What follows belongs to an exercise in optimizing a design on an open flow for a short achievable clock period and few clock cycles; a production flow would make more cautious choices.
Function was checked by simulation only, so behaviour that the tests miss may differ from the original.
Power is estimated from default activity; no workload was simulated.

===== flow/run.sh =====
#!/bin/bash
# synth_recipe.tcl (not shown) runs the flow's synth.tcl, then flattens the netlist and writes it again
# the make line also repeats each setting of config.mk as NAME=value (left out here)
make -C /OpenROAD-flow-scripts/flow DESIGN_CONFIG=/design/flow/config.mk WORK_HOME=/design/flow/orfs CLKGATE_MAP_FILE= SYNTH_SCRIPT=/design/flow/synth_recipe.tcl finish

===== flow/config.mk =====
export PLATFORM = sky130hd
export DESIGN_NAME = mcpu
export DESIGN_NICKNAME = mcpu
export VERILOG_FILES = /design/flow/design.v
export SDC_FILE = /design/flow/constraint.sdc
export NUM_CORES = 4
export LEC_CHECK = 0
export ABC_CLOCK_PERIOD_IN_PS = 2500
export CAP_MARGIN = 20
export CORE_MARGIN = 2
export CORE_UTILIZATION = 40
export PLACE_DENSITY = 0.6
export SETUP_SLACK_MARGIN = 4.2
export SLEW_MARGIN = 20
export SYNTH_HIERARCHICAL = 1
export SYNTH_MINIMUM_KEEP_SIZE = 0

===== flow/constraint.sdc =====
create_clock -name core_clock -period 7.0 [get_ports {clk}]
set_input_delay 1.4000 -clock core_clock [delete_from_list [all_inputs] [get_ports {clk}]]
set_output_delay 1.4000 -clock core_clock [all_outputs]
set_load 0.01 [all_outputs]

===== flow/design.v =====
`timescale 1ns / 1ps
module fwd2(input [31:0] r, e,
            input selE,
            output [31:0] y);
    assign y = selE ? e : r;
endmodule
module mux32(input s,
             input [31:0] a, b,
             output [31:0] y);
    assign y = s ? a : b;
endmodule
module inc30(input [31:0] a, output [31:0] y);
    wire [29:0] x = a[31:2];
    wire [29:0] c;    
    genvar i;
    generate
        for (i = 0; i < 30; i = i + 1) begin : b
            if (i == 0) begin : z
                assign c[i] = 1'b1;
            end else begin : nz
                assign c[i] = &x[i-1:0];
            end
        end
    endgenerate
    assign y = {x ^ c, a[1:0]};
endmodule
module add32(input [31:0] a, b, output [31:0] y);
    wire [31:0] c;
    ks_carry #(.INV(0)) u_c(.a(a), .b(b), .cin(1'b0), .c(c));
    addr_out u_s(.a(a), .b(b), .c(c), .y(y));
endmodule
module pg32 #(parameter INV = 0)
            (input [31:0] a, b,
             input cin,
             output [31:0] g, p);
    wire [31:0] bb = INV ? ~b : b;
    wire [31:0] g0 = a & bb;
    wire [31:0] p0 = a | bb;
    assign g = {g0[31:1], g0[0] | (p0[0] & cin)};
    assign p = p0;
endmodule
module kslevel #(parameter K = 1)
               (input [31:0] g, p,
                output [31:0] go, po);
    genvar i;
    generate
        for (i = 0; i < 32; i = i + 1) begin : b
            if (i < K) begin : pass
                assign go[i] = g[i];
                assign po[i] = p[i];
            end else begin : comb
                assign go[i] = g[i] | (p[i] & g[i-K]);
                assign po[i] = p[i] & p[i-K];
            end
        end
    endgenerate
endmodule
module ks_carry #(parameter INV = 0)
                (input [31:0] a, b,
                 input cin,
                 output [31:0] c);
    wire [31:0] g0, p0, g1, p1, g2, p2, g3, p3, g4, p4, g5, p5;
    pg32 #(.INV(INV)) u_pg(.a(a), .b(b), .cin(cin), .g(g0), .p(p0));
    kslevel #(.K(1))  u_l1(.g(g0), .p(p0), .go(g1), .po(p1));
    kslevel #(.K(2))  u_l2(.g(g1), .p(p1), .go(g2), .po(p2));
    kslevel #(.K(4))  u_l3(.g(g2), .p(p2), .go(g3), .po(p3));
    kslevel #(.K(8))  u_l4(.g(g3), .p(p3), .go(g4), .po(p4));
    kslevel #(.K(16)) u_l5(.g(g4), .p(p4), .go(g5), .po(p5));
    assign c = g5;
endmodule
module alu_out(input [31:0] a, b, cs, cd,
               input opAdd, opSub, opAnd, opOr, opNor, opSlt,
               output [31:0] y);
    wire [31:0] sum  = a ^ b ^ {cs[30:0], 1'b0};
    wire [31:0] diff = ~(a ^ b) ^ {cd[30:0], 1'b1};
    wire        lt   = ~cd[31];
    assign y = ({32{opAdd}} & sum)
             | ({32{opSub}} & diff)
             | ({32{opAnd}} & (a & b))
             | ({32{opOr}}  & (a | b))
             | ({32{opNor}} & ~(a | b))
             | {31'd0, opSlt & lt};
endmodule
module addr_out(input [31:0] a, b, c,
                output [31:0] y);
    assign y = a ^ b ^ {c[30:0], 1'b0};
endmodule
module eq32(input [31:0] a, b, output eq);
    assign eq = (a == b);
endmodule
`timescale 1ns / 1ps
module mcpu(input clk, Reset,
            output wire [31:0] imem_addr,
            input  wire [31:0] imem_rdata,
            output wire [31:0] dmem_addr,
            output wire [31:0] dmem_wdata,
            output wire        dmem_we,
            output wire        dmem_re,
            input  wire [31:0] dmem_rdata);
    reg  [31:0] pcF;
    reg         vD;
    reg  [31:0] irD, aD, bD, off4D;
    reg         aluD, lwD, swD, beqD, jD, sameD, wrD;
    reg  [4:0]  dD;
    reg         hAE, hAM, hAW, hBE, hBM, hBW;    
    reg         ldmD;                             
    reg         xSub, xAnd, xOr, xNor, xSlt, xAdd;
    reg         vE, wrE, ldE, stE, jE, beqE, sameE;
    reg  [4:0]  dE;
    reg  [31:0] aE, bE, immE, btgtE;
    reg         opAdd, opSub, opAnd, opOr, opNor, opSlt;
    reg         vM, wrM, ldM;
    reg  [4:0]  dM;
    reg  [31:0] exM, addrM, wdM;
    reg         weM, reM;
    reg         vW, wrW;
    reg  [4:0]  dW;
    reg  [31:0] wbW;
    reg         fixup;
    reg  [31:0] fix_btgt, fix_jtgt;
    assign imem_addr  = pcF;
    assign dmem_addr  = addrM;
    assign dmem_wdata = wdM;
    assign dmem_we    = weM;
    assign dmem_re    = reM;
    wire [1023:0] Rflat;
    genvar g;
    generate
        for (g = 0; g < 32; g = g + 1) begin : rf
            reg [31:0] r;
            always @(posedge clk) begin
                if (vW & wrW & (dW == g))
                    r <= wbW;
            end
            assign Rflat[32*g +: 32] = r;
        end
    endgenerate
    wire [4:0]  rsF = imem_rdata[25:21];
    wire [4:0]  rtF = imem_rdata[20:16];
    wire [31:0] rdAF = (vW & wrW & (dW == rsF)) ? wbW : Rflat[32*rsF +: 32];
    wire [31:0] rdBF = (vW & wrW & (dW == rtF)) ? wbW : Rflat[32*rtF +: 32];
    wire [31:0] off4F = {{14{imem_rdata[15]}}, imem_rdata[15:0], 2'b00} + 32'd4;
    wire [5:0]  opF  = imem_rdata[31:26];
    wire        aluF = (opF[5:4] != 2'b11);
    wire        lwF  = (opF == 6'b110001);
    wire        swF  = (opF == 6'b110000);
    wire        beqF = (opF == 6'b110100);
    wire        jF   = (opF == 6'b111000);
    wire        sameF = (rsF == rtF);
    wire        useRsF = aluF | lwF | swF | (beqF & ~sameF);
    wire        useRtF = aluF | swF | (beqF & ~sameF);
    wire        wrF  = aluF | lwF;
    wire [4:0]  dF   = lwF ? rtF : imem_rdata[15:11];
    wire hAEF = vD & wrD & (dD == rsF);
    wire hAMF = vE & wrE & (dE == rsF);
    wire hAWF = vM & wrM & (dM == rsF);
    wire hBEF = vD & wrD & (dD == rtF);
    wire hBMF = vE & wrE & (dE == rtF);
    wire hBWF = vM & wrM & (dM == rtF);
    wire ldmF = vD & lwD & ((useRsF & (dD == rsF)) | (useRtF & (dD == rtF)));
    wire [31:0] sextD = {{16{irD[15]}}, irD[15:0]};
    wire stall = vD & ldmD;
    wire [31:0] res;                         
    wire [31:0] wbM = ldM ? dmem_rdata : exM;    
    wire [31:0] aOld = hAM ? wbM : hAW ? wbW : aD;
    wire [31:0] bOld = hBM ? wbM : hBW ? wbW : bD;
    wire [31:0] aNext, bNext;
    fwd2 u_fa(.r(aOld), .e(res), .selE(hAE), .y(aNext));
    fwd2 u_fb(.r(bOld), .e(res), .selE(hBE), .y(bNext));
    wire [31:0] pcF4, btgtD;
    inc30 u_pc4(.a(pcF), .y(pcF4));
    add32 u_bt(.a(pcF), .b(off4D), .y(btgtD));
    wire [31:0] jtgtD = {pcF4[31:28], irD[25:0], 2'b00};
    wire [31:0] cS, cD, addrE;
    wire        eqE;
    ks_carry #(.INV(0)) u_cs(.a(aE), .b(bE), .cin(1'b0), .c(cS));
    ks_carry #(.INV(1)) u_cd(.a(aE), .b(bE), .cin(1'b1), .c(cD));
    alu_out  u_res(.a(aE), .b(bE), .cs(cS), .cd(cD),
                   .opAdd(opAdd), .opSub(opSub), .opAnd(opAnd), .opOr(opOr),
                   .opNor(opNor), .opSlt(opSlt), .y(res));
    add32    u_addr(.a(aE), .b(immE), .y(addrE));
    eq32     u_eq(.a(aE), .b(bE), .eq(eqE));
    wire mispred = vE & beqE & ~sameE & ~fixup & eqE;
    wire [31:0] nfix  = jE ? fix_jtgt : (beqE & (sameE | eqE)) ? fix_btgt : pcF4;
    wire [31:0] nseq  = stall ? pcF : (vD & jD) ? jtgtD : pcF4;
    wire        selBt = ~fixup & ~stall & vD & beqD & sameD;
    wire [31:0] nrest = fixup ? nfix : nseq;
    wire [31:0] nbt, npc;
    mux32 u_nbt(.s(selBt), .a(btgtD), .b(nrest), .y(nbt));
    mux32 u_npc(.s(mispred), .a(btgtE), .b(nbt), .y(npc));
    always @(posedge clk) begin
        if (Reset == 1'b0)
            pcF <= 32'd0;
        else
            pcF <= npc;
    end
    always @(posedge clk) begin
        if (Reset == 1'b0)
            fixup <= 1'b0;
        else
            fixup <= mispred;
    end
    wire [31:0] fixb4, fixbt;
    inc30 u_fb4(.a(btgtE), .y(fixb4));
    add32 u_fbt(.a(btgtE), .b(off4D), .y(fixbt));
    always @(posedge clk) begin
        fix_btgt <= fixbt;
        fix_jtgt <= {fixb4[31:28], irD[25:0], 2'b00};
    end
    always @(posedge clk) begin
        if (Reset == 1'b0)
            vD <= 1'b0;
        else if (mispred)
            vD <= 1'b0;
        else if (!stall)
            vD <= 1'b1;
    end
    always @(posedge clk) begin
        if (stall) begin
            aD   <= aOld;
            bD   <= bOld;
            hAE  <= 1'b0;
            hAM  <= hAE;
            hAW  <= hAM;
            hBE  <= 1'b0;
            hBM  <= hBE;
            hBW  <= hBM;
            ldmD <= 1'b0;
        end else begin
            irD   <= imem_rdata;
            aD    <= rdAF;
            bD    <= rdBF;
            off4D <= off4F;
            aluD  <= aluF;
            lwD   <= lwF;
            swD   <= swF;
            beqD  <= beqF;
            jD    <= jF;
            sameD <= sameF;
            wrD   <= wrF;
            dD    <= dF;
            hAE   <= hAEF;
            hAM   <= hAMF;
            hAW   <= hAWF;
            hBE   <= hBEF;
            hBM   <= hBMF;
            hBW   <= hBWF;
            ldmD  <= ldmF;
            xSub  <= aluF & (opF == 6'b000001);
            xAnd  <= aluF & (opF == 6'b010001);
            xOr   <= aluF & (opF == 6'b010000);
            xNor  <= aluF & (opF == 6'b100110);
            xSlt  <= aluF & (opF == 6'b100111);
            xAdd  <= aluF & (opF != 6'b000001) & (opF != 6'b010001) & (opF != 6'b010000)
                          & (opF != 6'b100110) & (opF != 6'b100111);
        end
    end
    always @(posedge clk) begin
        if (Reset == 1'b0)
            vE <= 1'b0;
        else
            vE <= vD & ~stall;
    end
    always @(posedge clk) begin
        wrE   <= wrD;
        ldE   <= lwD;
        stE   <= swD;
        jE    <= jD;
        beqE  <= beqD;
        sameE <= sameD;
        dE    <= dD;
        aE    <= aNext;
        bE    <= bNext;
        immE  <= sextD;
        btgtE <= btgtD;
        opSub <= xSub;
        opAnd <= xAnd;
        opOr  <= xOr;
        opNor <= xNor;
        opSlt <= xSlt;
        opAdd <= xAdd;
    end
    always @(posedge clk) begin
        if (Reset == 1'b0) begin
            vM  <= 1'b0;
            weM <= 1'b0;
            reM <= 1'b0;
        end else begin
            vM  <= vE;
            weM <= vE & stE;
            reM <= vE & ldE;
        end
    end
    always @(posedge clk) begin
        wrM   <= wrE;
        ldM   <= ldE;
        dM    <= dE;
        exM   <= res;
        addrM <= addrE;
        wdM   <= bE;
    end
    always @(posedge clk) begin
        if (Reset == 1'b0)
            vW <= 1'b0;
        else
            vW <= vM;
    end
    always @(posedge clk) begin
        wrW <= wrM;
        dW  <= dM;
        wbW <= wbM;
    end
endmodule

==> implementation parameters, run 1 <==
Parameter                              Value

Run status
  Status ... no timing/DRC/antenna violations

Floorplanning
  Site row count ... 165
  IO Pins ... 164
  Core ar. ... 0.202 mm^2
  Total die area ... 0.207 mm^2
  Horizontal die dimension ... 455 um
  Effective utilization at floorplan ... 40.3%
  Overall die height ... 455 um

Layout
  Share of final-layout standard cells stronger than drive strength 1 ... 28.4%
  Commonest non-fill, non-tap cell in the layout ... sky130_fd_sc_hd__edfxtp_1
  Final design instance area without fill ... 0.0924 mm^2
  Most used cells in the layout excluding fill and tap cells ... 1084 x sky130_fd_sc_hd__edfxtp_1, 615 x sky130_fd_sc_hd__and2_1, 607 x sky130_fd_sc_hd__a21o_1, 574 x sky130_fd_sc_hd__mux4_2, 303 x sky130_fd_sc_hd__dfxtp_1
  Total number of nets in the final design ... 6047
  Final cell count without fillers ... 8717
  Layout overhead on the synthesized area ... 13.4%
  Utilization after layout ... 45.7%

Clock network
  Clock network latency to the later pin of the worst-skew pair ... 840 ps
  Clock buffers created by TritonCTS ... 158
  Maximum count of clock buffers along a single path ... 3
  Post-CTS Hold Fix Bufs ... 0
  Post-CTS clock slew at the launch and capture registers of the worst setup and hold paths ... 60 ps
  Total clock sinks ... 1510
  Cell at the root of the clock tree ... sky130_fd_sc_hd__clkbuf_16
  Maximum level of the CTS H-tree ... 4
  CTS tree ... yes

Global route
  GRT overflow ... 0
  Overall routing resource usage ... 24.5%
  Vias in the first global route ... 52024
  Antenna violations before repair ... 7
  Maximum number of pins on one net before global-route repair ... 81
  Wire length of the first global-routing pass ... 371000 um

Setup path
  Type of element launching the critical path ... flop
  Worst path arrival time ... 3860 ps
  Kind of end point of the critical path ... flop
  Worst Reg-to-Reg Cells ... 15
  Dominant delay contributor by cell family on the critical path ... simple AND/OR/NAND/NOR gates
  Peak fanout along the critical path ... 15
  Crit path max-delay cell type ... sky130_fd_sc_hd__nor4_1
  Required time worst endpoint ... 7690 ps
  Origin of the critical flop-to-flop path ... bE[24]$_DFF_P_
  Critical register-to-register path endpoint ... pcF[24]$_SDFF_PN0_
  Maximum cell stage delay along the critical path ... 320 ps
  Worst setup path category ... reg -> reg
  Slack of the worst reg-to-reg path ... 3830 ps
  Cell chain of the critical path ... buf_4 -> xor2_1 -> nor4_1 -> nand4_1 -> nor2_4 -> o21ai_4 -> buf_12 -> clkbuf_16 -> mux2i_1 -> o21ai_0 -> nand2_1 -> o21ai_0 -> mux2_4 -> mux2_4 -> and2_1
  Buffers & Inverters on Critical Path ... 3

Run
  Max Cap Viol ... 0

Detailed routing
  Vias after detailed routing ... 52630
  Final routed wire length divided by cell count ... 30.1 um
  Post-detailed-route count of antenna-violating nets ... 0
  Vias per Instance ... 6.04
  Violation count after the first detailed-route iteration ... 6185
  DRC Markers ... 0
  Routed wire length ... 262000 um
  First-pass iteration count of the detailed router ... 9

Power and ir drop
  Leakage power ... 35.6 nW
  Power per unit of standard cell area ... 269 mW/mm^2
  Peak ir drop on the vdd network ... 0.248 mV

Synth
  Area of the mapped netlist ... 0.0815 mm^2
  Synth Warn # ... 7
  Cells after Synth ... 5800
  Avg Inst Size Synth ... 14.1 um^2

Hold path
  Class of the worst hold path ... reg -> reg
  Startpoint of the lowest-slack hold path ... irD[11]$_DFFE_PN_
  Endpoint of the worst hold path ... immE[11]$_DFF_P_
  Instance count along the most critical hold path ... 0

Timing
  Final slew viol count ... 0
  Number of endpoints failing setup at the final stage ... 0
  Total count of hold-check failures in the final report ... 0
  Final worst-path cycle share ... 45.3%
  Final worst path period need ... 3170 ps
  Maximum achievable frequency ... 315 MHz
  Tightest Pin Transition ... 1050 ps
  Clock skew after layout ... 49.6 ps
  Unrepaired setup endpoints after global routing ... true
  Final-layout setup total negative slack ... 0 ps
  Worst slew margin relative to its limit ... 29.6%

Placement
  Number of cells in the design after placement ... 8302
  Total placed instance area ... 0.0851 mm^2
  Total of buffers placed on input and output ports ... 163
  HPWL Detailed ... 162000 um
  Final GP Congestion ... 0.929
[state kept, by name, summed over array words and instances (netlist names), 5 cells and up]
name	cells
off4D	17
exM	32
bE	32
dW	5
dM	5
fix_jtgt	15
wbW	32
btgtE	32
fix_btgt	32
dD	5
dE	5
bD	32
immE	15
rf.r	1024
aE	32
pcF	32
irD	26
wdM	32
addrM	32
aD	32
[area by class of cell]
cell class	count	area (um^2)
multi-input combinational	3653	37800
inverter	191	717
clock buffer	214	4310
tap	2672	3340
sequential	1510	41400
clock inverter	79	878
fill	17728	110000
timing repair buffer	396	3920
antenna	2	5.00
[worst max path at each step]
stage | start | end | slack [ps] | cells past startpoint
finish | bE[24]$_DFF_P_ | pcF[24]$_SDFF_PN0_ | 3830 | 15
global route | aE[13]$_DFF_P_ | pcF[26]$_SDFF_PN0_ | 3780 | 15
CTS | aE[19]$_DFF_P_ | pcF[19]$_SDFF_PN0_ | 3960 | 14
detailed placement | imem_rdata[21] | aD[17]$_DFF_P_ | 2630 | 7
global placement | imem_rdata[20] | bD[30]$_DFF_P_ | 2640 | 7
floorplan | off4D[18]$_DFFE_PN_ | pcF[31]$_SDFF_PN0_ | 3800 | 10
[timing repair]
| item | in CTS | in global routing |
|---|---|---|
| gates cloned | 10 | 11 |
| setup endpoints to repair | 254 | 129 |
| setup buffers | 57 | 42 |
| resized for setup | 572 | 117 |
| pin swaps | 20 | 49 |
[per-layer routing]
| metal | part of all wire, % | global-route usage [%] |
|---|---|---|
| met4 | 4.2 | 9.87 |
| met2 | 46 | 38.6 |
| met5 | 0.0050 | 0 |
| met3 | 8.8 | 4.50 |
| met1 | 41 | 33.6 |
[metrics by stage]
| step | hold WS [ps] | total power, mW | worst slack [ps] |
|---|---|---|---|
| floorplan | 323 | 14.6 | 3800 |
| global placement | 326 | 16.2 | 2640 |
| detailed placement | 331 | 16.3 | 2630 |
| CTS | 343 | 24.7 | 3960 |
| global route | 353 | 25.7 | 3780 |
| finish | 344 | 24.9 | 3830 |
[power breakdown]
| group | internal [mW] | switching, mW |
|---|---|---|
| Clock | 4.69 | 3.76 |
| Combinational | 2.08 | 2.55 |
| Sequential | 10.8 | 1.00 |
Testbench counts, summed over its fixed seeds: cycles 14,741.
==> run 2, diff against run 1 <==
--- a/flow/design.v
+++ b/flow/design.v
@@ -11,2 +11,7 @@
 endmodule
+module mux32r(input rst_n, s,
+              input [31:0] a, b,
+              output [31:0] y);
+    assign y = {32{rst_n}} & (s ? a : b);
+endmodule
 module inc30(input [31:0] a, output [31:0] y);
@@ -27,5 +32,9 @@
 module add32(input [31:0] a, b, output [31:0] y);
-    wire [31:0] c;
+    wire [31:0] c, x;
     ks_carry #(.INV(0)) u_c(.a(a), .b(b), .cin(1'b0), .c(c));
-    addr_out u_s(.a(a), .b(b), .c(c), .y(y));
+    xor32 u_x(.a(a), .b(b), .y(x));
+    xor32 u_s(.a(x), .b({c[30:0], 1'b0}), .y(y));
+endmodule
+module xor32(input [31:0] a, b, output [31:0] y);
+    assign y = a ^ b;
 endmodule
@@ -70,7 +79,15 @@
 endmodule
-module alu_out(input [31:0] a, b, cs, cd,
-               input opAdd, opSub, opAnd, opOr, opNor, opSlt,
-               output [31:0] y);
-    wire [31:0] sum  = a ^ b ^ {cs[30:0], 1'b0};
-    wire [31:0] diff = ~(a ^ b) ^ {cd[30:0], 1'b1};
+module alu_pre(input [31:0] a, b,
+               input opAnd, opOr, opNor,
+               output [31:0] x, l);
+    assign x = a ^ b;
+    assign l = ({32{opAnd}} & (a & b))
+             | ({32{opOr}}  & (a | b))
+             | ({32{opNor}} & ~(a | b));
+endmodule
+module alu_post(input [31:0] x, l, cs, cd,
+                input opAdd, opSub, opSlt,
+                output [31:0] y);
+    wire [31:0] sum  = x ^ {cs[30:0], 1'b0};
+    wire [31:0] diff = ~x ^ {cd[30:0], 1'b1};
     wire        lt   = ~cd[31];
@@ -78,10 +95,12 @@
              | ({32{opSub}} & diff)
-             | ({32{opAnd}} & (a & b))
-             | ({32{opOr}}  & (a | b))
-             | ({32{opNor}} & ~(a | b))
+             | l
              | {31'd0, opSlt & lt};
 endmodule
-module addr_out(input [31:0] a, b, c,
-                output [31:0] y);
-    assign y = a ^ b ^ {c[30:0], 1'b0};
+module alu_out(input [31:0] a, b, cs, cd,
+               input opAdd, opSub, opAnd, opOr, opNor, opSlt,
+               output [31:0] y);
+    wire [31:0] x, l;
+    alu_pre  u_pre(.a(a), .b(b), .opAnd(opAnd), .opOr(opOr), .opNor(opNor), .x(x), .l(l));
+    alu_post u_post(.x(x), .l(l), .cs(cs), .cd(cd), .opAdd(opAdd), .opSub(opSub),
+                    .opSlt(opSlt), .y(y));
 endmodule
@@ -182,4 +201,5 @@
     eq32     u_eq(.a(aE), .b(bE), .eq(eqE));
-    wire mispred = vE & beqE & ~sameE & ~fixup & eqE;
-    wire [31:0] nfix  = jE ? fix_jtgt : (beqE & (sameE | eqE)) ? fix_btgt : pcF4;
+    wire takeE   = vE & beqE & ~sameE & eqE;
+    wire mispred = takeE & ~fixup;
+    wire [31:0] nfix  = jE ? fix_jtgt : (beqE & sameE) ? fix_btgt : pcF4;
     wire [31:0] nseq  = stall ? pcF : (vD & jD) ? jtgtD : pcF4;
@@ -187,10 +207,8 @@
     wire [31:0] nrest = fixup ? nfix : nseq;
+    wire [31:0] tgtE  = fixup ? fix_btgt : btgtE;
     wire [31:0] nbt, npc;
     mux32 u_nbt(.s(selBt), .a(btgtD), .b(nrest), .y(nbt));
-    mux32 u_npc(.s(mispred), .a(btgtE), .b(nbt), .y(npc));
+    mux32r u_npc(.rst_n(Reset), .s(takeE), .a(tgtE), .b(nbt), .y(npc));
     always @(posedge clk) begin
-        if (Reset == 1'b0)
-            pcF <= 32'd0;
-        else
-            pcF <= npc;
+        pcF <= npc;
     end
==> run 2 against run 1 <==
Synthesized area fell by 0.81%. Still clean on timing, DRC and antenna. Largest cell class unchanged. Register-to-register slack improved by 360 ps. Core utilization fell by 0.28 points. Setup slack improved by 330 ps. Die area fell by 0.81%. Total power rose by 0.81%. Clock power rose by 5.8%. Worst hold slack improved by 1.0 ps. First-iteration DRC count rose by 6.1%. Critical path type is now in -> reg.
==> implementation parameters, run 2 <==
Parameter                              Value

Timing
  Clock skew after layout ... 69.5 ps
  Number of endpoints failing setup at the final stage ... 0
  Tightest Pin Transition ... 1280 ps
  Worst slew margin relative to its limit ... 14.0%
  Unrepaired setup endpoints after global routing ... true
  Final-layout setup total negative slack ... 0 ps
  Final worst path period need ... 2850 ps
  Min setup slack post-route ... 4150 ps
  Total count of hold-check failures in the final report ... 0
  Final slew viol count ... 0
  Maximum achievable frequency ... 351 MHz
  Tightest hold margin ... 345 ps
  Final worst-path cycle share ... 40.7%

Setup path
  Worst setup path category ... in -> reg
  Kind of end point of the critical path ... flop
  Peak fanout along the critical path ... 3
  Worst path arrival time ... 3570 ps
  Required time worst endpoint ... 7730 ps
  Type of element launching the critical path ... input port

Layout
  Total number of nets in the final design ... 6103
  Layout overhead on the synthesized area ... 13.1%
  Register with the most flip-flops ... rf.r
  Most used cells in the layout excluding fill and tap cells ... 1084 x sky130_fd_sc_hd__edfxtp_1, 643 x sky130_fd_sc_hd__a21o_1, 596 x sky130_fd_sc_hd__and2_1, 567 x sky130_fd_sc_hd__mux4_2, 294 x sky130_fd_sc_hd__dfxtp_1
  Final cell count without fillers ... 8776
  Commonest non-fill, non-tap cell in the layout ... sky130_fd_sc_hd__edfxtp_1
  Share of final-layout standard cells stronger than drive strength 1 ... 27.0%
  Utilization after layout ... 45.4%
  Number of flip-flops under the largest register name ... 1024

Clock network
  Maximum level of the CTS H-tree ... 4
  Cell at the root of the clock tree ... sky130_fd_sc_hd__clkbuf_16
  Clock buffers created by TritonCTS ... 160
  Post-CTS clock slew at the launch and capture registers of the worst setup and hold paths ... 60 ps
  Total clock sinks ... 1510
  Clock network latency to the later pin of the worst-skew pair ... 840 ps
  Maximum count of clock buffers along a single path ... 3
  Post-CTS Hold Fix Bufs ... 0
  CTS tree ... yes

Global route
  Met2 capacity usage during global routing ... 41.6%
  Wire length of the first global-routing pass ... 381000 um
  Antenna violations before repair ... 16
  Met1 capacity usage during global routing ... 33.8%
  Top Usage Layer GRT ... met2
  Vias in the first global route ... 52485
  Maximum number of pins on one net before global-route repair ... 94
  Met3 capacity usage during global routing ... 5.67%
  GRT overflow ... 0
  Overall routing resource usage ... 25.9%

Power and ir drop
  Leakage power ... 35.1 nW
  Power per unit of standard cell area ... 274 mW/mm^2
  Peak ir drop on the vdd network ... 0.172 mV

Run
  Max Cap Viol ... 0

Placement
  HPWL Detailed ... 165000 um
  Number of cells in the design after placement ... 8372
  Final GP Congestion ... 0.945
  Total of buffers placed on input and output ports ... 163
  Setup slack after placement ... 2420 ps

Synth
  Area of the mapped netlist ... 0.0809 mm^2
  Avg Inst Size Synth ... 13.8 um^2
  Cells after Synth ... 5872
  Synth Warn # ... 7

Detailed routing
  First-pass iteration count of the detailed router ... 7
  Vias per Instance ... 6.07
  Post-detailed-route count of antenna-violating nets ... 0
  Violation count after the first detailed-route iteration ... 6564
  Vias after detailed routing ... 53240
  DRC Markers ... 0
  Final routed wire length divided by cell count ... 31.2 um
  Routed wire length ... 273000 um

Floorplanning
  Effective utilization at floorplan ... 40.1%
  Site row count ... 165
  Total die area ... 0.206 mm^2
  IO Pins ... 164
  Core ar. ... 0.201 mm^2
  Overall die height ... 454 um
  Horizontal die dimension ... 454 um

Run status
  Status ... no timing/DRC/antenna violations

Hold path
  Class of the worst hold path ... reg -> reg
[run 2: final timing paths]
path	from	to	slack (ps)	cells past startpoint
setup / recovery	dmem_rdata[21]	bD[21]$_DFF_P_	4150	6
hold reg to reg	swD$_DFFE_PN_	stE$_DFF_P_	340	0
setup reg to reg	dW[1]$_DFF_P_	rf[30].r[16]$_DFFE_PP_	4190	3
hold / removal	swD$_DFFE_PN_	stE$_DFF_P_	340	0
[run 2: timing repair]
action,4_1_cts,5_1_grt
gates resized for setup,586,87
pin swaps,20,22
setup buffers,57,27
cloned,14,5
setup endpoints to repair,410,145
[run 2: power breakdown]
| part | total, mW | switching (mW) | internal (mW) | leakage, nW |
|---|---|---|---|---|
| Sequential | 12.0 | 1.17 | 10.8 | 13.6 |
| Combinational | 4.16 | 2.33 | 1.84 | 18.9 |
| Clock | 8.94 | 3.81 | 5.13 | 2.69 |
[run 2: layout make-up]
cell class                      instances  area (um^2)
Timing Repair Buffer                  371         3580
Inverter                               77          292
Sequential cell                      1510        41400
Clock inverter                         84         1130
Multi-Input combinational cell       3846        37300
Tap cell                             2672         3340
Fill cell                           17838       110000
Clock buffer                          214         4410
Antenna cell                            2         5.00
[run 2: worst max-delay path: stages]
cell and delay [ps]:
sky130_fd_sc_hd__clkdlybuf4s50_1 550, sky130_fd_sc_hd__mux2_2 450, sky130_fd_sc_hd__nand2_1 110, sky130_fd_sc_hd__o21ai_0 460
sky130_fd_sc_hd__a22o_1 370, sky130_fd_sc_hd__a211o_1 230
[run 2: through the flow]
step,power (mW),cell area [um^2]
CTS,25.1,90900
detailed placement,16.2,84300
floorplan,14.6,81400
global placement,16.1,84300
global route,25.9,91500
finish,25.1,91500
[run 2: per-layer routing]
| metal | share of wire, % | wire length (um) |
|---|---|---|
| met3 | 9.5 | 25900 |
| met5 | 0.015 | 40 |
| met4 | 4.9 | 13400 |
| met2 | 47 | 127000 |
| met1 | 39 | 107000 |
Testbench counts of run 2, summed over its fixed seeds: cycles 14,741.
==> run 3, diff against run 2 <==
--- a/flow/design.v
+++ b/flow/design.v
@@ -120,3 +120,3 @@
     reg         vD;
-    reg  [31:0] irD, aD, bD, off4D;
+    reg  [31:0] irD, aD, bD;
     reg         aluD, lwD, swD, beqD, jD, sameD, wrD;
@@ -137,2 +137,3 @@
     reg  [31:0] wbW;
+    reg  [31:0] weW;         
     reg         fixup;
@@ -150,3 +151,3 @@
             always @(posedge clk) begin
-                if (vW & wrW & (dW == g))
+                if (weW[g])
                     r <= wbW;
@@ -160,3 +161,2 @@
     wire [31:0] rdBF = (vW & wrW & (dW == rtF)) ? wbW : Rflat[32*rtF +: 32];
-    wire [31:0] off4F = {{14{imem_rdata[15]}}, imem_rdata[15:0], 2'b00} + 32'd4;
     wire [5:0]  opF  = imem_rdata[31:26];
@@ -190,3 +190,4 @@
     inc30 u_pc4(.a(pcF), .y(pcF4));
-    add32 u_bt(.a(pcF), .b(off4D), .y(btgtD));
+    wire [31:0] offD = {{14{irD[15]}}, irD[15:0], 2'b01};
+    add32 u_bt(.a({pcF[31:2], 2'b11}), .b(offD), .y(btgtD));
     wire [31:0] jtgtD = {pcF4[31:28], irD[25:0], 2'b00};
@@ -222,3 +223,3 @@
     inc30 u_fb4(.a(btgtE), .y(fixb4));
-    add32 u_fbt(.a(btgtE), .b(off4D), .y(fixbt));
+    add32 u_fbt(.a({btgtE[31:2], 2'b11}), .b(offD), .y(fixbt));
     always @(posedge clk) begin
@@ -250,3 +251,2 @@
             bD    <= rdBF;
-            off4D <= off4F;
             aluD  <= aluF;
@@ -330,2 +330,8 @@
     end
+    always @(posedge clk) begin
+        if (Reset == 1'b0)
+            weW <= 32'd0;
+        else
+            weW <= (vM & wrM) ? (32'd1 << dM) : 32'd0;
+    end
 endmodule
==> run 3 against run 2 <==
Sequential cell count is 15 higher. Total power is 0.12% higher. Synthesized cell count is 0.26% lower. First-iteration DRC count is 12% lower. Clock power is 1% lower. Sequential power hardly changed. Die area hardly changed. Via count is 1.3% lower. Cell count hardly changed. Setup slack better by 36 ps. Largest cell class unchanged.
==> implementation parameters, run 3 <==
Parameter                              Value

Run status
  Status ... no timing/DRC/antenna violations

Placement
  Final GP Congestion ... 0.926
  HPWL Detailed ... 162000 um
  Total of buffers placed on input and output ports ... 163
  Setup slack after placement ... 2570 ps
  Number of cells in the design after placement ... 8342

Power and ir drop
  Leakage power ... 35.2 nW
  Peak ir drop on the vdd network ... 0.242 mV
  Logic pwr share ... 17.1%
  Power per unit of standard cell area ... 275 mW/mm^2
  Sw Ratio ... 28.8%
  Overall power ... 25.1 mW
  P_int ... 17.9 mW
  Reg power frac ... 47.7%
  Part of the total power dissipated in the clock network ... 35.2%
  Sw Pwr ... 7.23 mW

Hold path
  Endpoint of the worst hold path ... fix_jtgt[27]$_DFF_P_
  Instance count along the most critical hold path ... 0
  Class of the worst hold path ... reg -> reg
  Startpoint of the lowest-slack hold path ... irD[25]$_DFFE_PN_

Clock network
  Post-CTS Hold Fix Bufs ... 0
  Maximum level of the CTS H-tree ... 4
  Clock network latency to the later pin of the worst-skew pair ... 870 ps
  Cell at the root of the clock tree ... sky130_fd_sc_hd__clkbuf_16
  Maximum count of clock buffers along a single path ... 3
  Post-CTS clock slew at the launch and capture registers of the worst setup and hold paths ... 60 ps
  Total clock sinks ... 1525
  Clock buffers created by TritonCTS ... 161
  CTS tree ... yes

Timing
  Unrepaired setup endpoints after global routing ... true
  Clock skew after layout ... 60.1 ps
  Final worst-path cycle share ... 40.1%
  Final slew viol count ... 0
  Min setup slack post-route ... 4190 ps
  Worst slew margin relative to its limit ... 18.1%
  Number of endpoints failing setup at the final stage ... 0
  Final-layout setup total negative slack ... 0 ps
  Maximum achievable frequency ... 356 MHz
  Final worst path period need ... 2810 ps
  Total count of hold-check failures in the final report ... 0
  Tightest Pin Transition ... 1220 ps

Setup path
  Worst Reg-to-Reg Cells ... 10
  Kind of end point of the critical path ... flop
  Required time worst endpoint ... 7670 ps
  Origin of the critical flop-to-flop path ... bE[0]$_DFF_P_
  Worst setup path category ... in -> reg
  Slack of the worst reg-to-reg path ... 4200 ps
  Peak fanout along the critical path ... 38
  Critical register-to-register path endpoint ... aE[30]$_DFF_P_
  Worst path arrival time ... 3480 ps
  Type of element launching the critical path ... input port

Layout
  Register with the most flip-flops ... rf.r
  Footprint of the flip-flops and latches ... 0.0416 mm^2
  Total number of nets in the final design ... 6110
  Commonest non-fill, non-tap cell in the layout ... sky130_fd_sc_hd__edfxtp_1
  Utilization after layout ... 45.6%
  Layout overhead on the synthesized area ... 13.1%
  Final cell count without fillers ... 8768
  Share of final-layout standard cells stronger than drive strength 1 ... 27.7%
  Number of flip-flops under the largest register name ... 1024
  Most used cells in the layout excluding fill and tap cells ... 1067 x sky130_fd_sc_hd__edfxtp_1, 606 x sky130_fd_sc_hd__a21o_1, 574 x sky130_fd_sc_hd__mux4_2, 549 x sky130_fd_sc_hd__and2_1, 296 x sky130_fd_sc_hd__dfxtp_1
  Multi-input logic area ... 0.0368 mm^2
  Fill cell total of the finished layout ... 17759

Global route
  Overall routing resource usage ... 25.5%
  Vias in the first global route ... 52103
  Maximum number of pins on one net before global-route repair ... 82
  GRT overflow ... 0
  Wire length of the first global-routing pass ... 377000 um
  Antenna violations before repair ... 10

Floorplanning
  Overall die height ... 453 um
  IO Pins ... 164
  Effective utilization at floorplan ... 40.3%
  Site row count ... 164
  Total die area ... 0.206 mm^2
  Core ar. ... 0.200 mm^2
  Horizontal die dimension ... 453 um

Synth
  Avg Inst Size Synth ... 13.8 um^2
  Cells after Synth ... 5857
  Synth Warn # ... 7
  Area of the mapped netlist ... 0.0808 mm^2

Detailed routing
  Routed wire length ... 266000 um
  Final routed wire length divided by cell count ... 30.3 um
  Post-detailed-route count of antenna-violating nets ... 0
  First-pass iteration count of the detailed router ... 5
  Vias per Instance ... 5.99
  DRC Markers ... 0
  Violation count after the first detailed-route iteration ... 5793
  Vias after detailed routing ... 52529

Run
  Max Cap Viol ... 0
[run 3: per-stage QoR]
stage                     cell area, um^2  hold WS [ps]
after CTS                           90800           346
after global routing                91300           364
after global placement              84100           327
final                               91300           354
after floorplan                     81400           323
after detailed placement            84100           334
[run 3: area by class of cell]
| cell class | instances | share of cell area, % |
|---|---|---|
| Tap cell | 2656 | 3.64 |
| Multi-Input combinational cell | 3764 | 40.3 |
| Clock inverter | 81 | 1.11 |
| Timing Repair Buffer | 383 | 3.96 |
| Sequential cell | 1525 | 45.5 |
| Inverter | 139 | 0.574 |
| Antenna cell | 4 | 0.0110 |
| Clock buffer | 216 | 4.89 |
[run 3: worst max-delay path by stage]
stage,from,to,slack (ps),cells past startpoint
6_report,imem_rdata[24],aD[28]$_DFF_P_,4190,7
5_1_grt,hAW$_DFF_P_,aD[15]$_DFF_P_,4100,5
4_1_cts,pcF[23]$_DFF_P_,imem_addr[23],4160,1
3_5_place_dp,imem_rdata[21],aD[13]$_DFF_P_,2570,6
3_3_place_gp,imem_rdata[21],aD[13]$_DFF_P_,2590,6
2_1_floorplan,irD[15]$_DFFE_PN_,pcF[20]$_DFF_P_,3770,10
[run 3: critical path, stage by stage]
cell                       delay (ps)
sky130_fd_sc_hd__buf_4            140
sky130_fd_sc_hd__buf_6            590
sky130_fd_sc_hd__nor2b_4           60
sky130_fd_sc_hd__buf_4            430
sky130_fd_sc_hd__a22o_1           350
sky130_fd_sc_hd__nor2_1           300
sky130_fd_sc_hd__o221ai_1         180
[run 3: repair_timing]
action	CTS	global route
resized for setup	547	80
buffers inserted	71	42
gates cloned	11	1
endpoints found under the hold margin	0	0
setup endpoints to repair	253	101
pin swaps	19	26
[run 3: power groups by stage]
stage / Combinational, mW / Sequential [mW] / Clock [mW]
2_1_floorplan: 2.88 / 11.7 / 0
3_3_place_gp: 3.99 / 12.2 / 0
3_5_place_dp: 4.01 / 12.2 / 0
4_1_cts: 4.14 / 12.0 / 8.95
5_1_grt: 4.55 / 12.1 / 9.29
6_report: 4.30 / 12.0 / 8.83
[run 3: metal layers]
layer  vias to the layer above  global-route usage, %  share of wire [%]
met5                         -                      0              0.015
met4                         6                   11.3                4.9
met3                       565                   4.73                9.1
met1                     26850                   33.7                 39
met2                      2666                   40.9                 47
li1                      22442                      -                  -
Testbench counts of run 3, summed over its fixed seeds: cycles 14,741.
==> run 4, diff against run 3 <==
--- a/flow/design.v
+++ b/flow/design.v
@@ -106,2 +106,20 @@
 endmodule
+module dec5(input [4:0] a, output [31:0] y);
+    genvar i;
+    generate
+        for (i = 0; i < 32; i = i + 1) begin : d
+            assign y[i] = (a == i);
+        end
+    endgenerate
+endmodule
+module rfread(input [1023:0] r, input [31:0] sel, output [31:0] y);
+    integer i;
+    reg [31:0] acc;
+    always @(*) begin
+        acc = 32'd0;
+        for (i = 0; i < 32; i = i + 1)
+            acc = acc | ({32{sel[i]}} & r[32*i +: 32]);
+    end
+    assign y = acc;
+endmodule
 module eq32(input [31:0] a, b, output eq);
@@ -120,3 +138,3 @@
     reg         vD;
-    reg  [31:0] irD, aD, bD;
+    reg  [31:0] irD, aD, bD, off4D;
     reg         aluD, lwD, swD, beqD, jD, sameD, wrD;
@@ -137,3 +155,2 @@
     reg  [31:0] wbW;
-    reg  [31:0] weW;         
     reg         fixup;
@@ -151,3 +168,3 @@
             always @(posedge clk) begin
-                if (weW[g])
+                if (vW & wrW & (dW == g))
                     r <= wbW;
@@ -159,4 +176,10 @@
     wire [4:0]  rtF = imem_rdata[20:16];
-    wire [31:0] rdAF = (vW & wrW & (dW == rsF)) ? wbW : Rflat[32*rsF +: 32];
-    wire [31:0] rdBF = (vW & wrW & (dW == rtF)) ? wbW : Rflat[32*rtF +: 32];
+    wire [31:0] selAF, selBF, rfAF, rfBF;
+    dec5   u_dsa(.a(rsF), .y(selAF));
+    dec5   u_dsb(.a(rtF), .y(selBF));
+    rfread u_rfa(.r(Rflat), .sel(selAF), .y(rfAF));
+    rfread u_rfb(.r(Rflat), .sel(selBF), .y(rfBF));
+    wire [31:0] rdAF = (vW & wrW & (dW == rsF)) ? wbW : rfAF;
+    wire [31:0] rdBF = (vW & wrW & (dW == rtF)) ? wbW : rfBF;
+    wire [31:0] off4F = {{14{imem_rdata[15]}}, imem_rdata[15:0], 2'b00} + 32'd4;
     wire [5:0]  opF  = imem_rdata[31:26];
@@ -190,4 +213,3 @@
     inc30 u_pc4(.a(pcF), .y(pcF4));
-    wire [31:0] offD = {{14{irD[15]}}, irD[15:0], 2'b01};
-    add32 u_bt(.a({pcF[31:2], 2'b11}), .b(offD), .y(btgtD));
+    add32 u_bt(.a(pcF), .b(off4D), .y(btgtD));
     wire [31:0] jtgtD = {pcF4[31:28], irD[25:0], 2'b00};
@@ -223,3 +245,3 @@
     inc30 u_fb4(.a(btgtE), .y(fixb4));
-    add32 u_fbt(.a({btgtE[31:2], 2'b11}), .b(offD), .y(fixbt));
+    add32 u_fbt(.a(btgtE), .b(off4D), .y(fixbt));
     always @(posedge clk) begin
@@ -251,2 +273,3 @@
             bD    <= rdBF;
+            off4D <= off4F;
             aluD  <= aluF;
@@ -330,8 +353,2 @@
     end
-    always @(posedge clk) begin
-        if (Reset == 1'b0)
-            weW <= 32'd0;
-        else
-            weW <= (vM & wrM) ? (32'd1 << dM) : 32'd0;
-    end
 endmodule
==> run 4 against run 3 <==
Core utilization is 3.4 points higher. Sequential power hardly changed. Critical endpoint is now bD[0]$_DFF_P_. Largest power group unchanged. Clock skew is 17 ps lower. Clock-buffer cell count is 13 lower. First-iteration DRC count is 43% higher. Register-to-register slack better by 20 ps. Critical path type unchanged. Sequential cell count is 15 lower. Total power is 5.6% higher. Highest routed layer unchanged. Still clean.
==> implementation parameters, run 4 <==
Parameter                              Value

Synth
  Cells after Synth ... 6570
  Synth Warn # ... 8
  Avg Inst Size Synth ... 11.7 um^2
  Area of the mapped netlist ... 0.0770 mm^2

Layout
  Number of flip-flops under the largest register name ... 1024
  Share of final-layout standard cells stronger than drive strength 1 ... 28.2%
  Register with the most flip-flops ... rf.r
  Commonest non-fill, non-tap cell in the layout ... sky130_fd_sc_hd__edfxtp_1
  Layout overhead on the synthesized area ... 22.1%
  Total number of nets in the final design ... 7088
  Most used cells in the layout excluding fill and tap cells ... 1084 x sky130_fd_sc_hd__edfxtp_1, 606 x sky130_fd_sc_hd__a21o_1, 588 x sky130_fd_sc_hd__and2_1, 532 x sky130_fd_sc_hd__a22oi_2, 511 x sky130_fd_sc_hd__a22oi_1

Clock network
  Total clock sinks ... 1510
  Clock buffers created by TritonCTS ... 158
  Maximum level of the CTS H-tree ... 4
  Clock network latency to the later pin of the worst-skew pair ... 840 ps
  Post-CTS clock slew at the launch and capture registers of the worst setup and hold paths ... 60 ps
  CTS tree ... yes
  Cell at the root of the clock tree ... sky130_fd_sc_hd__clkbuf_16
  Maximum count of clock buffers along a single path ... 3

Floorplanning
  Effective utilization at floorplan ... 40.1%
  Horizontal die dimension ... 443 um
  Site row count ... 161
  Core ar. ... 0.192 mm^2
  Overall die height ... 443 um
  Total die area ... 0.196 mm^2
  IO Pins ... 164

Timing
  Worst slew margin relative to its limit ... 11.9%
  Maximum achievable frequency ... 318 MHz
  Clock skew after layout ... 42.8 ps
  Final-layout setup total negative slack ... 0 ps
  Tightest Pin Transition ... 1310 ps
  Unrepaired setup endpoints after global routing ... true
  Final worst path period need ... 3140 ps
  Number of endpoints failing setup at the final stage ... 0
  Total count of hold-check failures in the final report ... 0
  Final slew viol count ... 0
  Final worst-path cycle share ... 44.9%

Detailed routing
  Vias per Instance ... 6.29
  Final routed wire length divided by cell count ... 32.0 um
  Routed wire length ... 307000 um
  DRC Markers ... 0
  First-pass iteration count of the detailed router ... 7
  Violation count after the first detailed-route iteration ... 8263
  Post-detailed-route count of antenna-violating nets ... 0
  Vias after detailed routing ... 60467

Power and ir drop
  Power per unit of standard cell area ... 282 mW/mm^2
  Peak ir drop on the vdd network ... 0.180 mV
  Overall power ... 26.5 mW
  Leakage power ... 35.8 nW

Hold path
  Instance count along the most critical hold path ... 0
  Endpoint of the worst hold path ... opNor$_DFF_P_
  Startpoint of the lowest-slack hold path ... xNor$_DFFE_PN_
  Class of the worst hold path ... reg -> reg

Setup path
  Origin of the critical flop-to-flop path ... bE[23]$_DFF_P_
  Worst path arrival time ... 3810 ps
  Maximum cell stage delay along the critical path ... 600 ps
  Type of element launching the critical path ... input port
  Worst Reg-to-Reg Cells ... 10
  Critical register-to-register path endpoint ... aE[29]$_DFF_P_
  Peak fanout along the critical path ... 12
  Slack of the worst reg-to-reg path ... 4220 ps
  Buffers & Inverters on Critical Path ... 3
  Crit path max-delay cell type ... sky130_fd_sc_hd__or4_1
  Required time worst endpoint ... 7670 ps
  Kind of end point of the critical path ... flop
  Most prevalent standard cell on the critical path ... sky130_fd_sc_hd__buf_12
  Worst setup path category ... in -> reg
  Dominant delay contributor by cell family on the critical path ... simple AND/OR/NAND/NOR gates
  Cell chain of the critical path ... buf_12 -> buf_12 -> or3b_4 -> buf_8 -> nor2_4 -> a22oi_1 -> nand4_1 -> or4_1 -> mux2i_1 -> o21ai_1

Run
  Max Cap Viol ... 0

Global route
  Overall routing resource usage ... 29.8%
  Antenna violations before repair ... 28
  Wire length of the first global-routing pass ... 424000 um
  Maximum number of pins on one net before global-route repair ... 129
  GRT overflow ... 0
  Vias in the first global route ... 57280

Run status
  Status ... no timing/DRC/antenna violations

Placement
  Final GP Congestion ... 0.951
  HPWL Detailed ... 192000 um
  Total of buffers placed on input and output ports ... 163
## run 4: area by class of cell
cell class | count | area, um^2
Timing Repair Buffer | 685 | 7020
Sequential cell | 1510 | 41400
Inverter | 76 | 285
Fill cell | 16684 | 98000
Clock inverter | 90 | 1270
Clock buffer | 203 | 4300
Multi-Input combinational cell | 4520 | 36600
Antenna cell | 6 | 15.0
Tap cell | 2526 | 3160
## run 4: how the worst max path moves through the flow
stage | startpoint | to | depth (start not counted)
after global placement | imem_rdata[23] | aD[22]$_DFF_P_ | 9
after floorplan | off4D[18]$_DFFE_PN_ | pcF[31]$_DFF_P_ | 10
after CTS | imem_rdata[19] | bD[8]$_DFF_P_ | 10
after detailed placement | imem_rdata[23] | aD[18]$_DFF_P_ | 9
after global routing | imem_rdata[19] | bD[10]$_DFF_P_ | 10
final | imem_rdata[19] | bD[0]$_DFF_P_ | 10
## run 4: per-layer routing
layer,vias up,part of all wire (%),wire length (um),track usage (%)
li1,25704,-,-,-
met1,29932,39,120000,39.4
met2,3933,45,137000,46.3
met3,876,11,34000,7.61
met4,22,5.3,16300,12.6
met5,-,0.051,156,0
## run 4: stage by stage
step / instance area, um^2 / cells / setup WS [ps] / utilization, % / hold WS (ps)
after floorplan: 80800 / 6583 / 3870 / - / 323
after global placement: 83000 / 8952 / 1920 / 43.2 / 325
after detailed placement: 83000 / 8952 / 1830 / 43.2 / 327
after CTS: 92100 / 9494 / 4100 / 48.0 / 323
after global routing: 94000 / 9611 / 3910 / 49.0 / 346
final: 94000 / 9616 / 3860 / 49.0 / 322
## run 4: repair_timing
item | in CTS | in global routing
resized for setup | 753 | 228
pin swaps | 208 | 187
setup buffers | 225 | 103
endpoints found under the setup margin | 250 | 130
hold buffers | 0 | 0
cloned | 24 | 13
endpoints found under the hold margin | 0 | 0
## run 4: power breakdown
group	switching [mW]	total, mW	internal (mW)
registers	0.765	11.7	11.0
clock network	3.80	9.08	5.27
logic	3.50	5.71	2.21
total	8.07	26.5	18.5
Testbench counts of run 4, summed over its fixed seeds: cycles 14,741.

separate check: timing with driven ports:
The flow's constraints put no driver on any port. The routed layouts listed below were extracted and timed again, unchanged, in two steps. Step 1 assumes that a clkbuf_16 drives the clock port and a buf_2 every other input. Step 2, shift: input delay + t, output delay - t, t = (earliest + latest rising clock arrival at the registers) / 2. This alone moves slack from input paths to output paths. Three values: ideal ports, drivers, drivers and shift; two values: the first two.
run	t, ns	setup WS [ns]	worst setup path after step 2
run 1	0.893	3.826 / 3.826 / 3.116	input to register
run 2	0.905	4.154 / 4.067 / 3.162	input to register
run 3	0.917	4.190 / 4.098 / 3.181	input to register
run 4	0.908	3.858 / 3.898 / 2.990	input to register
After both steps setup and hold are still met in every run listed. For run 3, which loses most, drivers alone change the setup slack by -0.092 ns; drivers and shift together by -1.009 ns.
